Source: an optimization exercise on an open RTL-to-GDS flow (aim: small area). Production flows keep margins and buffers that such runs may drop.
In this exercise RTL edits were held to simulation tests only and were not proved equivalent to the original.
Power is estimated from default activity; no workload was simulated.

==> design.v <==
module top (
  input clk,
  input rst,
  input echo,
  input respSeguidorLinea1,
  input respSeguidorLinea2,
  output VCC_respSeguidorLinea1,
  output GND_respSeguidorLinea1,
  output VCC_respSeguidorLinea2,
  output GND_respSeguidorLinea2,
  output trig,
  output D8,
  output D7,
  output D6,
  output D5,
  output D4,
  output D3,
  output D2,
  output D1,
  output A,
  output B,
  output C,
  output D,
  output E,
  output F,
  output G,
  output H,
  output VCC,
  output GND,
  output GND_motor_iz,
  output GND_motor_de,
  output m_izquierdo,
  output m_derecho
);
  top_inicial top_inicial_i0 (
    .clk( clk ),
    .rst( rst ),
    .echo( echo ),
    .trig( trig ),
    .D8( D8 ),
    .D7( D7 ),
    .D6( D6 ),
    .D5( D5 ),
    .D4( D4 ),
    .D3( D3 ),
    .D2( D2 ),
    .D1( D1 ),
    .A( A ),
    .B( B ),
    .C( C ),
    .D( D ),
    .E( E ),
    .F( F ),
    .G( G ),
    .H( H ),
    .VCC( VCC ),
    .GND( GND ),
    .GND_motor_iz(GND_motor_iz),
    .GND_motor_de(GND_motor_de),
    .respSeguidorLinea1(respSeguidorLinea1),
    .respSeguidorLinea2(respSeguidorLinea2),
    .m_izquierdo(m_izquierdo),
    .m_derecho(m_derecho),
    .VCC_respSeguidorLinea1(VCC_respSeguidorLinea1),
    .GND_respSeguidorLinea1(GND_respSeguidorLinea1),
    .VCC_respSeguidorLinea2(VCC_respSeguidorLinea2),
    .GND_respSeguidorLinea2(GND_respSeguidorLinea2)
  );
endmodule
module top_inicial (
  input clk,
  input rst,
  input echo,
  input respSeguidorLinea1,
  input respSeguidorLinea2,
  output VCC_respSeguidorLinea1,
  output GND_respSeguidorLinea1,
  output VCC_respSeguidorLinea2,
  output GND_respSeguidorLinea2,
  output trig,
  output D8,
  output D7,
  output D6,
  output D5,
  output D4,
  output D3,
  output D2,
  output D1,
  output A,
  output B,
  output C,
  output D,
  output E,
  output F,
  output G,
  output H,
  output VCC,
  output GND,
  output GND_motor_iz,
  output GND_motor_de,
  output m_izquierdo,
  output m_derecho
);
  wire s6;
  wire [19:0] s7;
  wire [3:0] s8;
  wire s9;
  wire [3:0] s10;
  wire [3:0] s11;
  wire [3:0] s12;
  wire [15:0] s13;
  wire [15:0] s14;
  wire [15:0] s15;
  wire [3:0] s16;
  wire [3:0] s17;
  wire s18;
  wire [1:0] s19;
  wire centenas;
  wire decenas;
  wire unidades;
  wire decimal;
  wire [6:0] s25;
  wire [8:0] valorDistancia;
  wire s18_en;
  reg echo_q;
  wire echo_cae;
  always @(posedge clk) begin
    if (rst)
      echo_q <= 1'b0;
    else
      echo_q <= echo;
  end
  assign echo_cae = echo_q & ~echo;
  assign s13 = 16'b1010101111001101;
  assign VCC = 1'b1;
  assign GND = 1'b0;
  assign D8 = 1'b1;
  assign D7 = 1'b1;
  assign D6 = 1'b1;
  assign D5 = 1'b1;  
  assign GND_motor_iz = 1'b0;
  assign GND_motor_de = 1'b0;
  assign VCC_respSeguidorLinea1 = 1'b1;
  assign GND_respSeguidorLinea1 = 1'b0;
  assign VCC_respSeguidorLinea2 = 1'b1;
  assign GND_respSeguidorLinea2 = 1'b0;
  divFreq divFreq_i4 (
    .cl( clk ),
    .rst( rst ),
    .dvcl( s18 ),
    .dvcl_sube( s18_en )
  );
  senalTriger senalTriger_i6 (
    .clk( clk ),
    .rst( rst ),
    .pulso( trig  )
  );
  contadorSeleccionarDisplay contadorSD1 (
    .C( clk ),
    .rst( rst ),
    .en( s18_en ),
    .out( s19 )
  ); 
  obtener_D_U_D_C_Distancia obtener_D_U_D_C_Distancia_io(
    .echo( echo ),
    .clk( clk ),
    .rst( rst ),
    .distancia_calculada( s15 ),
    .distanciaEnElRango( s6 ),
    .distancia_temporal(valorDistancia)
  );
  controlMotor controlMotor_1(
	  .distancia(valorDistancia),
	  .clk( clk ),
	  .rst( rst ),
	  .respSeguidorLinea1(respSeguidorLinea1),
	  .respSeguidorLinea2(respSeguidorLinea2),
	  .m_izquierdo(m_izquierdo),
	  .m_derecho(m_derecho)
	);
  mostrarDisplay mostrarDisplay_io(
    .clk( clk ),
    .rst( rst ),
    .echo_cae( echo_cae ),
    .distancia_calculada( s15 ),
    .displaySeleccionado( s19 ),
    .centenas( centenas ),
    .decenas( decenas ),
    .unidades( unidades ),
    .decimal( decimal ),
    .valorNumericoDisplay( s25 )
  );
  assign D4 = ~ centenas;
  assign D3 = ~ decenas;
  assign D2 = ~ unidades;
  assign D1 = ~ decimal;
  assign A = s25[0];
  assign B = s25[1];
  assign C = s25[2];
  assign D = s25[3];
  assign E = s25[4];
  assign F = s25[5];
  assign G = s25[6];
  colocarPunto colocarPunto_1(
	  .clk(clk),
	  .rst(rst),
	  .echo_cae(echo_cae),
	  .transmitido(s6),
	  .centenas(centenas),
	  .unidades(unidades),
	  .H(H)
	); 
endmodule
module DIG_Counter_20bit
(
    output [(20-1):0] out,
    output ovf,
    input C,
    input en,
    input clr
);
    reg [(20-1):0] count;
    always @ (posedge C) begin
        if (clr)
          count <= 'h0;
        else if (en)
          count <= count + 1'b1;
    end
    assign out = count;
    assign ovf = en? &count : 1'b0;
endmodule
module contadorSeleccionarDisplay
(
    output [(2-1):0] out,
    output ovf,
    input C,
    input rst,
    input en
);
    reg [(2-1):0] count;
    always @ (posedge C) begin
        if (rst)
          count <= 'h0;
        else if (en)
          count <= count + 1'b1;
    end
    assign out = count;
    assign ovf = &count;
endmodule
module DIG_D_FF_1bit
(
   input D,
   input C,
   input rst,
   input en,
   output Q,
   output \~Q
);
    reg state;
    assign Q = state;
    assign \~Q = ~state;
    always @ (posedge C) begin
        if (rst)
          state <= 1'b0;
        else if (en)
          state <= D;
    end
endmodule
module divFreq(
  input cl,
  input rst,
  output reg dvcl,
  output dvcl_sube
);
parameter SIZE = 11; 
parameter LIMIT = 11'b11111111111; 
reg [SIZE-1:0] count;
assign dvcl_sube = (count == LIMIT) & ~dvcl;
always@(posedge cl)
begin
  if(rst)
  begin
    count <= 0;
    dvcl <= 1'b0;
  end
  else if(count == LIMIT)
  begin
    count <= 0;
    dvcl <= ~dvcl;
  end
  else
  begin
    count <= count + 1;
  end
end
endmodule
module senalTriger (
  input clk,
  input rst,
  output pulso
);  
  wire[19:0] ctd;
  DIG_Counter_20bit DIG_Counter_20bit_i0 (
    .en( 1'b1 ),
    .C( clk ),
    .clr( rst ),
    .out( ctd )
  );
  assign pulso =  ctd <= 20'b100010011;
endmodule
module colocarPunto(
  input clk,
  input rst,
  input echo_cae,
  input transmitido,
  input centenas,
  input unidades,
  output H
);  
  wire distanciaCorrecta;
  DIG_D_FF_1bit DIG_D_FF_1bit_i12 (
    .D( transmitido ),
    .C( clk ),
    .rst( rst ),
    .en( echo_cae ),
    .Q( distanciaCorrecta )
  );
  assign H = ((~ centenas & ~ distanciaCorrecta ) | (distanciaCorrecta  & ~ unidades));
endmodule
module controlMotor (
  input [8:0] distancia,
  input clk,
  input rst,
  input respSeguidorLinea1,
  input respSeguidorLinea2,
  output m_izquierdo,
  output m_derecho
);
  wire [8:0] s0;
  wire s1;
  DIG_D_FF_9bit DIG_D_FF_Nbit_i0 (
    .D( distancia ),
    .C( clk ),
    .rst( rst ),
    .Q( s0 )
  );
  assign s1 = s0 >= 9'b1111;
  assign m_izquierdo = s1 & respSeguidorLinea1;
  assign m_derecho = respSeguidorLinea2 | ~s1;
endmodule
module DIG_D_FF_9bit
(
   input [(9-1):0] D,
   input C,
   input rst,
   output [(9-1):0] Q,
   output [(9-1):0] \~Q
);
    reg [(9-1):0] state;
    assign Q = state;
    assign \~Q = ~state;
    always @ (posedge C) begin
        if (rst)
          state <= 0;
        else
          state <= D;
    end
endmodule
module obtener_D_U_D_C_Distancia (
  input echo,
  input clk,
  input rst,
  output [15:0] distancia_calculada,
  output distanciaEnElRango,
  output [8:0] distancia_temporal
);
  wire [19:0] s0;
  wire [3:0] s1;
  wire [3:0] s2;
  wire [3:0] s3;
  wire [3:0] s4;
  wire [3:0] s5;
  wire [15:0] s13;
  assign s13 = 16'b1010101111001101;   
  contadorTiempoEcho contadorTiempoEcho_i0 (
    .echo( echo ),
    .C( clk ),
    .rst( rst ),
    .out( s0 )
  );
  medicion_distancia medicion_distancia_i5 (
    .cn( s0 ),
    .l( distancia_temporal ),
    .ld( s1 )
  );
  bitsToBcd  bitsToBcd_i8 (
    .l( distancia_temporal ),
    .c( s2 ),
    .d( s3 ),
    .u( s4 )
  );
  assign s5 = (s1 < 4'b1010)? s1 : s1-4'b1010; 
  assign distanciaEnElRango = distancia_temporal <= 9'b10001100;  
  assign distancia_calculada = distanciaEnElRango ? {s2,s3,s4,s5} : s13;
endmodule
module medicion_distancia (
  input [19:0] cn,
  output [8:0] l,
  output [3:0] ld
);
  wire [28:0] s0;
  assign s0 = ( 9'b101100111 ) * cn;
  assign l = s0[28:20];
  assign ld = s0[19:16];
endmodule
module bitsToBcd  (
  input [8:0] l,
  output [3:0] c,
  output [3:0] d,
  output [3:0] u
);
assign c = (l <= 9'b111111111)? l/100 : 1'b0;  
assign d = (l <= 9'b111111111)? l/10-c*10 : 1'b0;
assign u = (l <= 9'b111111111)? l-c*100-d*10 : 1'b0;
endmodule
module contadorTiempoEcho
(
    output [(20-1):0] out,
    output ovf,
    input C,
    input rst,
    input echo
);
    reg [(20-1):0] count;
    always @ (posedge C) begin
        if (rst | ~ echo)
          count <= 'h0;
        else if (echo)
          count <= count + 1'b1;
    end
    assign out = count;
    assign ovf = echo? &count : 1'b0;
endmodule
module mostrarDisplay (
  input clk,
  input rst,
  input echo_cae,
  input [15:0] distancia_calculada,
  input [1:0] displaySeleccionado,
  output centenas,
  output decenas,
  output unidades,
  output decimal,
  output [6:0] valorNumericoDisplay
);
  wire [3:0] s8;
  wire [3:0] s10;
  wire [3:0] s11;
  wire [3:0] s12;
  wire [3:0] s16;
  wire [3:0] s17;
  wire [3:0] s22;
  wire [3:0] s23;
  wire [3:0] s24;
  wire [3:0] s26;
  wire s27;
  wire [3:0] s28;
  wire s30;
  wire s31;
  wire [3:0] s32;
  assign s11 = distancia_calculada[3:0];
  assign s8 = distancia_calculada[7:4];
  assign s16 = distancia_calculada[11:8];
  assign s17 = distancia_calculada[15:12];
  assign s32 = 4'b1110;
DIG_D_FF_Nbit DIG_D_FF_Nbit_i15 (
    .D( s8 ),
    .C( clk ),
    .rst( rst ),
    .en( echo_cae ),
    .Q( s10 )
  );
  DIG_D_FF_Nbit DIG_D_FF_Nbit_i16 (
    .D( s11 ),
    .C( clk ),
    .rst( rst ),
    .en( echo_cae ),
    .Q( s12 )
  );
  DIG_D_FF_Nbit DIG_D_FF_Nbit_i17 (
    .D( s17 ),
    .C( clk ),
    .rst( rst ),
    .en( echo_cae ),
    .Q( s28 )
  );
  DIG_D_FF_Nbit DIG_D_FF_Nbit_i18 (
    .D( s16 ),
    .C( clk ),
    .rst( rst ),
    .en( echo_cae ),
    .Q( s26 )
  );
  assign s31 = (s26 != 4'b0 || s28 != 4'b0);
  assign s30 = s28 != 4'b0;
  assign s22 = s30 ? s28 : s32;
  assign s23 = s31 ? s26 : s32;
  Mux_4x1_NBits Mux_4x1_NBits_i24 (
    .sel( displaySeleccionado ),
    .in_0( s22 ),
    .in_1( s23 ),
    .in_2( s10 ),
    .in_3( s12 ),
    .out( s24 )
  );
seg7 seg7_i25 (
.e( s24 ),
.s( valorNumericoDisplay )
);
visualizarDisplay visualizarDisplay_i11 (
    .sel( displaySeleccionado ),
    .in( 1'b1 ),
    .out_0( centenas ),
    .out_1( decenas ),
    .out_2( unidades ),
    .out_3( decimal )
  );
endmodule
module seg7 (
  input [3:0] e,
  output [6:0] s
);
  wire e_0;
  wire e_1;
  wire e_2;
  wire s0;
  wire s1;
  wire s2;
  wire e_3;
  wire s3;
  assign e_0 = e[0];
  assign e_1 = e[1];
  assign e_2 = e[2];
  assign e_3 = e[3];
  assign s2 = ~ e_3;
  assign s1 = ~ e_2;
  assign s0 = ~ e_1;
  assign s3 = ~ e_0;
  assign s[0] = ((e_0 & s0 & s1 & s2) | (s3 & s0 & e_2) | (s3 & e_2 & e_3));
  assign s[1] = ((e_0 & s0 & e_2) | (s3 & e_1 & e_2) | (s3 & e_1 & e_3) | (s3 & e_2 & e_3));
  assign s[2] = ((s3 & e_1 & s1) | (s3 & e_1 & e_3) | (s0 & e_2 & e_3));
  assign s[3] = ((e_0 & s0 & s1) | (s3 & s0 & e_2 & s2) | (e_0 & e_1 & e_2 & s2) | (s3 & e_1 & e_3) | (e_0 & s1 & e_3));
  assign s[4] = ((e_0 & s2) | (e_0 & s0 & s1) | (s3 & e_1 & e_2 & e_3) | (s0 & e_2 & s2));
  assign s[5] = ((e_0 & s1 & s2) | (e_0 & e_1 & s2) | (s3 & e_1 & e_2 & e_3) | (e_1 & s1 & s2));
  assign s[6] = ((e_0 & e_1 & e_2) | (s0 & s1 & s2) | (e_2 & e_3));
endmodule
module Mux_4x1_NBits 
(
    input [1:0] sel,
    input [(4 - 1):0] in_0,
    input [(4 - 1):0] in_1,
    input [(4 - 1):0] in_2,
    input [(4 - 1):0] in_3,
    output reg [(4 - 1):0] out
);
    always @ (*) begin
        case (sel)
            2'h0: out = in_0;
            2'h1: out = in_1;
            2'h2: out = in_2;
            2'h3: out = in_3;
            default:
                out = 'h0;
        endcase
    end
endmodule
module visualizarDisplay
(
    output out_0,
    output out_1,
    output out_2,
    output out_3,
    input [1:0] sel,
    input in
);
    assign out_0 = (sel == 2'h0)? in : 0;
    assign out_1 = (sel == 2'h1)? in : 0;
    assign out_2 = (sel == 2'h2)? in : 0;
    assign out_3 = (sel == 2'h3)? in : 0;
endmodule
module DIG_D_FF_Nbit
(
   input [(4-1):0] D,
   input C,
   input rst,
   input en,
   output [(4-1):0] Q
);
    reg [(4-1):0] state;
    assign Q = state;
    always @ (posedge C) begin
        if (rst)
          state <= 0;
        else if (en)
          state <= D;
    end
endmodule
==> run.sh <==
#!/bin/bash
# synth_recipe.tcl (not shown) runs the flow's synth.tcl, then flattens the netlist and writes it again
# the make line also repeats each setting of config.mk as NAME=value (left out here)
make -C /OpenROAD-flow-scripts/flow DESIGN_CONFIG=/design/flow/config.mk WORK_HOME=/design/flow/orfs CLKGATE_MAP_FILE= SYNTH_SCRIPT=/design/flow/synth_recipe.tcl finish
==> config.mk <==
export PLATFORM = sky130hd
export DESIGN_NAME = top
export DESIGN_NICKNAME = top
export VERILOG_FILES = /design/flow/design.v
export SDC_FILE = /design/flow/constraint.sdc
export NUM_CORES = 4
export LEC_CHECK = 0
export CAP_MARGIN = 20
export CORE_MARGIN = 2
export CORE_UTILIZATION = 40
export SLEW_MARGIN = 20
==> constraint.sdc <==
create_clock -name core_clock -period 20.0 [get_ports {clk}]
set_input_delay 4.0000 -clock core_clock [delete_from_list [all_inputs] [get_ports {clk}]]
set_output_delay 4.0000 -clock core_clock [all_outputs]
set_load 0.01 [all_outputs]
==> results.txt <==
-- per-stage QoR --
step	utilization	worst slack [ns]	area [um^2]	hold slack (ns)
final	0.440	9.54	9600	0.438
after global routing	0.440	8.61	9600	0.474
after CTS	0.440	9.62	9600	0.445
after detailed placement	0.425	9.70	9270	0.433
after global placement	0.425	9.90	9270	0.424
after floorplan	-	10.80	8940	0.413
-- how the worst max path moves through the flow --
stage / to / cells after the start
after floorplan: flip-flop / 40
after global placement: flip-flop / 38
after detailed placement: flip-flop / 38
after CTS: flip-flop / 38
after global routing: flip-flop / 37
final: flip-flop / 38
-- metal layers --
| layer | wire length (um) | vias up | global-route usage |
|---|---|---|---|
| met5 | 0 | - | 0 |
| met4 | 232 | 0 | 0.0414 |
| met3 | 563 | 17 | 0.0235 |
| met2 | 8320 | 110 | 0.266 |
| met1 | 9730 | 3364 | 0.242 |
| li1 | - | 3610 | - |
-- cell usage after synthesis (all sizes together) (3+ instances only) --
cell type,count
a41o,3
and3,12
a31o,4
o211a,5
a22oi,3
a31oi,11
nand2,66
and4,6
nor2b,6
nand3,36
xnor2,40
xor2,27
nor4,5
ha,114
or4,5
nand4,15
inv,138
nor3,25
fa,70
and2,10
o211ai,8
a211oi,9
nand2b,13
a21o,10
mux2i,7
nor2,124
dfxtp,81
clkbuf,25
o311ai,4
o31ai,3
buf,21
o41ai,3
a21oi,50
a221oi,8
or3,10
o2111ai,3
o21ai,47
o21a,5
-- cell type report --
type | instances | area, um^2 | area share
Sequential cell | 81 | 1620 | 0.169
Tap cell | 280 | 350 | 0.0365
Inverter | 138 | 518 | 0.0540
Timing Repair Buffer | 24 | 223 | 0.0232
Multi-Input combinational cell | 812 | 6550 | 0.683
Clock buffer | 9 | 225 | 0.0235
Clock inverter | 7 | 108 | 0.0112
-- cells in the final DEF, fill, tap and decap left out, types with 5 or more instances in the layout --
cell,count
sky130_fd_sc_hd__a21oi_1,48
sky130_fd_sc_hd__ha_1,114
sky130_fd_sc_hd__buf_4,5
sky130_fd_sc_hd__inv_1,136
sky130_fd_sc_hd__a211oi_1,9
sky130_fd_sc_hd__and2_1,10
sky130_fd_sc_hd__or4_1,5
sky130_fd_sc_hd__a31oi_1,10
sky130_fd_sc_hd__a21o_1,10
sky130_fd_sc_hd__nand2_1,65
sky130_fd_sc_hd__o211a_1,5
sky130_fd_sc_hd__nand3_1,35
sky130_fd_sc_hd__conb_1,12
sky130_fd_sc_hd__o21a_1,5
sky130_fd_sc_hd__and3_1,12
sky130_fd_sc_hd__and4_1,5
sky130_fd_sc_hd__nand2b_1,13
sky130_fd_sc_hd__dfxtp_1,81
sky130_fd_sc_hd__xor2_1,27
sky130_fd_sc_hd__nand4_1,15
sky130_fd_sc_hd__nor4_1,5
sky130_fd_sc_hd__a221oi_1,7
sky130_fd_sc_hd__nor3_1,24
sky130_fd_sc_hd__nor2_1,124
sky130_fd_sc_hd__o21ai_0,42
sky130_fd_sc_hd__xnor2_1,40
sky130_fd_sc_hd__or3_1,10
sky130_fd_sc_hd__o211ai_1,7
sky130_fd_sc_hd__clkdlybuf4s50_1,18
sky130_fd_sc_hd__nor2b_1,6
sky130_fd_sc_hd__fa_1,70
sky130_fd_sc_hd__mux2i_1,7
sky130_fd_sc_hd__clkbuf_16,9
-- kinds of logic after synthesis --
logic type	Yosys count	synth area share
compound gates	200	0.154
xor+xnor	67	0.0659
fa+ha+maj	184	0.318
buf+inv	184	0.0858
flops	81	0.182
mux	9	0.0104
other cells	2	0.000844
simple gates	340	0.183
-- power breakdown --
group | total [mW] | switching [mW] | internal (mW)
logic | 0.0226 | 0.0129 | 0.00974
clock network | 0.189 | 0.0767 | 0.112
registers | 0.166 | 0.00229 | 0.164
total | 0.377 | 0.0919 | 0.285
==> summary.log <==
INFO  run_status     run_status=complete, no violations
INFO  pwr            power.leakage=4.66nW
INFO  yosys          synth_enable_flop_cells=0
INFO  worst_setup_path worst_setup_path_end_kind=flip-flop
INFO  sta            totalNegativeSetupSlack=0ns
INFO  route          drt_first_pass_iters=5
INFO  grt            grt_remaining_overflow=0
INFO  clock_network  tritoncts=yes
INFO  worst_setup_path required=20.29ns
INFO  clock_network  ctsHoldBuffers=0
INFO  route          ant_nets=0
INFO  grt            track_usage=0.168
INFO  final_layout   nNetsFinal=1255
INFO  clock_network  inserted_clock_buffers=9
INFO  route          route.detailed.drc=0
INFO  final_layout   fillers=2164
INFO  worst_setup_path cp_data_arrival_time=10.75ns
INFO  pwr            power=377uW
INFO  sta            max_freq=0.0956GHz
INFO  route          via_count_of_the_routed_design=7101
INFO  clock_network  buffer_type_at_the_clock_tree_root=sky130_fd_sc_hd__clkbuf_16
INFO  sta            timing.final.setup_violations=0
INFO  worst_setup_path worstRegToRegCells=38
INFO  yosys          synth.lib_cells_used.distinct=78
INFO  sta            transition_time_at_the_pin_with_the_least_slew_margin=0.987ns
INFO  floorplanning  design.core.area=21800um^2
INFO  hold_path      hold_path.class=reg -> reg
INFO  hold_path      worstHoldPathCells=1
INFO  yosys          syn-instance-count=1067
INFO  floorplanning  row_count=54
INFO  floorplanning  dieArea=23500um^2
INFO  yosys          yosysTopAreaCell=sky130_fd_sc_hd__dfxtp_1
INFO  worst_setup_path cpLargestDelayFamily=adder cells
INFO  yosys          synth_seq_cells=81
INFO  worst_setup_path critical_path_buf_inv_count=3
INFO  clock_network  clkLatencyLatePin=0.35ns
INFO  yosys          synth.yosys.warnings=9
INFO  sta            period_needed=10.46ns
INFO  route          detail_route.vias_per_cell=5.26
INFO  yosys          synth_flop_cell=sky130_fd_sc_hd__dfxtp_1
INFO  yosys          synth-async-reset-ratio=0
INFO  route          violation_count_after_the_first_detailed_routing_iteration=488
INFO  yosys          synth.yosys.seq_area_share=0.182
INFO  grt            first_global_vias=6826
INFO  floorplanning  dieWidth=153um
INFO  final_layout   drive_above_1_share=0.0420
INFO  flow_run       maxCapViolCount=0
INFO  worst_setup_path critical_path.startpoint_type=flip-flop
INFO  yosys          dominant_cells_by_area_after_synthesis=sky130_fd_sc_hd__dfxtp_1, sky130_fd_sc_hd__ha_1, sky130_fd_sc_hd__fa_1, sky130_fd_sc_hd__inv_1, sky130_fd_sc_hd__nor2_1
INFO  worst_setup_path crit_slowest_cell=sky130_fd_sc_hd__dfxtp_1
INFO  route          avgRoutedWirePerCell=13.9um
INFO  yosys          postSynthAreaPerCell=8.34um^2
INFO  clock_network  post-cts-setup-buffer-count=0
INFO  sta            period_share=0.523
INFO  worst_setup_path worst_path_most_repeated_cell=sky130_fd_sc_hd__ha_1
INFO  grt            number_of_antenna_violations_at_the_first_check_in_global_routing=0
INFO  floorplanning  die_height=153um
INFO  floorplanning  ioPinCount=32
INFO  final_layout   antenna_cells=0
INFO  clock_network  clk_transition_reported_paths=0.07ns
INFO  sta            finalHoldViolCount=0
INFO  clock_network  post_cts_resize_count=0
INFO  pwr            max-vdd-ir-drop=37.4uV
INFO  floorplanning  initial_core_util=0.408
INFO  final_layout   area_growth_syn_to_layout=7.84%
INFO  placement      port_buffers=19
INFO  final_layout   instances_no_fill=1351
INFO  grt            grt_start_max_net_pins=54
INFO  yosys          synth_largest_type_area_fraction=0.182
INFO  sta            fin_worst_skew=0.0128ns
INFO  pwr            power-per-cell-area=39.3nW/um^2
INFO  worst_setup_path crit_fanout=20
INFO  yosys          synthesis.area=8900um^2
INFO  sta            slew_headroom=0.337
INFO  placement      routabilityCongestion=0.863
INFO  sta            maxSlewViolCount=0
INFO  clock_network  clock_tree.buffer_depth=2
INFO  placement      post-dp-hpwl=14500um
INFO  clock_network  cts_num_sinks=81
INFO  placement      dp_cells=1335
INFO  clock_network  number_of_h_tree_branching_levels=3
INFO  grt            grt_first_pass_wirelength=33200um
INFO  worst_setup_path largest_incremental_delay_on_the_critical_path=0.63ns
INFO  worst_setup_path ff2ff_setup_slack=9.54ns
INFO  route          detail_route.wirelength=18800um
INFO  sta            grt_setup_unrepaired=false
INFO  worst_setup_path critical_path_class=reg -> reg

==> port drivers added, routing unchanged <==
No port has a modelled driver above. Below, the same layout with a new extraction and two added sets of constraints.
Step 1: set_driving_cell puts a clkbuf_16 on clk and a buf_2 on each other input, an assumption about the parent block.
Step 2, shift: input delay + t, output delay - t, t = (earliest + latest rising clock arrival at the registers) / 2. This alone moves slack from input paths to output paths.
a / b / c = ideal ports / drivers / drivers and shift; a / b = the first two.
t, ns: 0.395
setup WS [ns]: 9.536 / 9.536 / 9.536
hold slack, ns: 0.438 / 0.438 / 0.438
pins driven straight from the clock port: 1
After both steps setup and hold are still met in this run. The setup slack of this run moves by 0.000 ns with the drivers and by 0.000 ns with both steps.
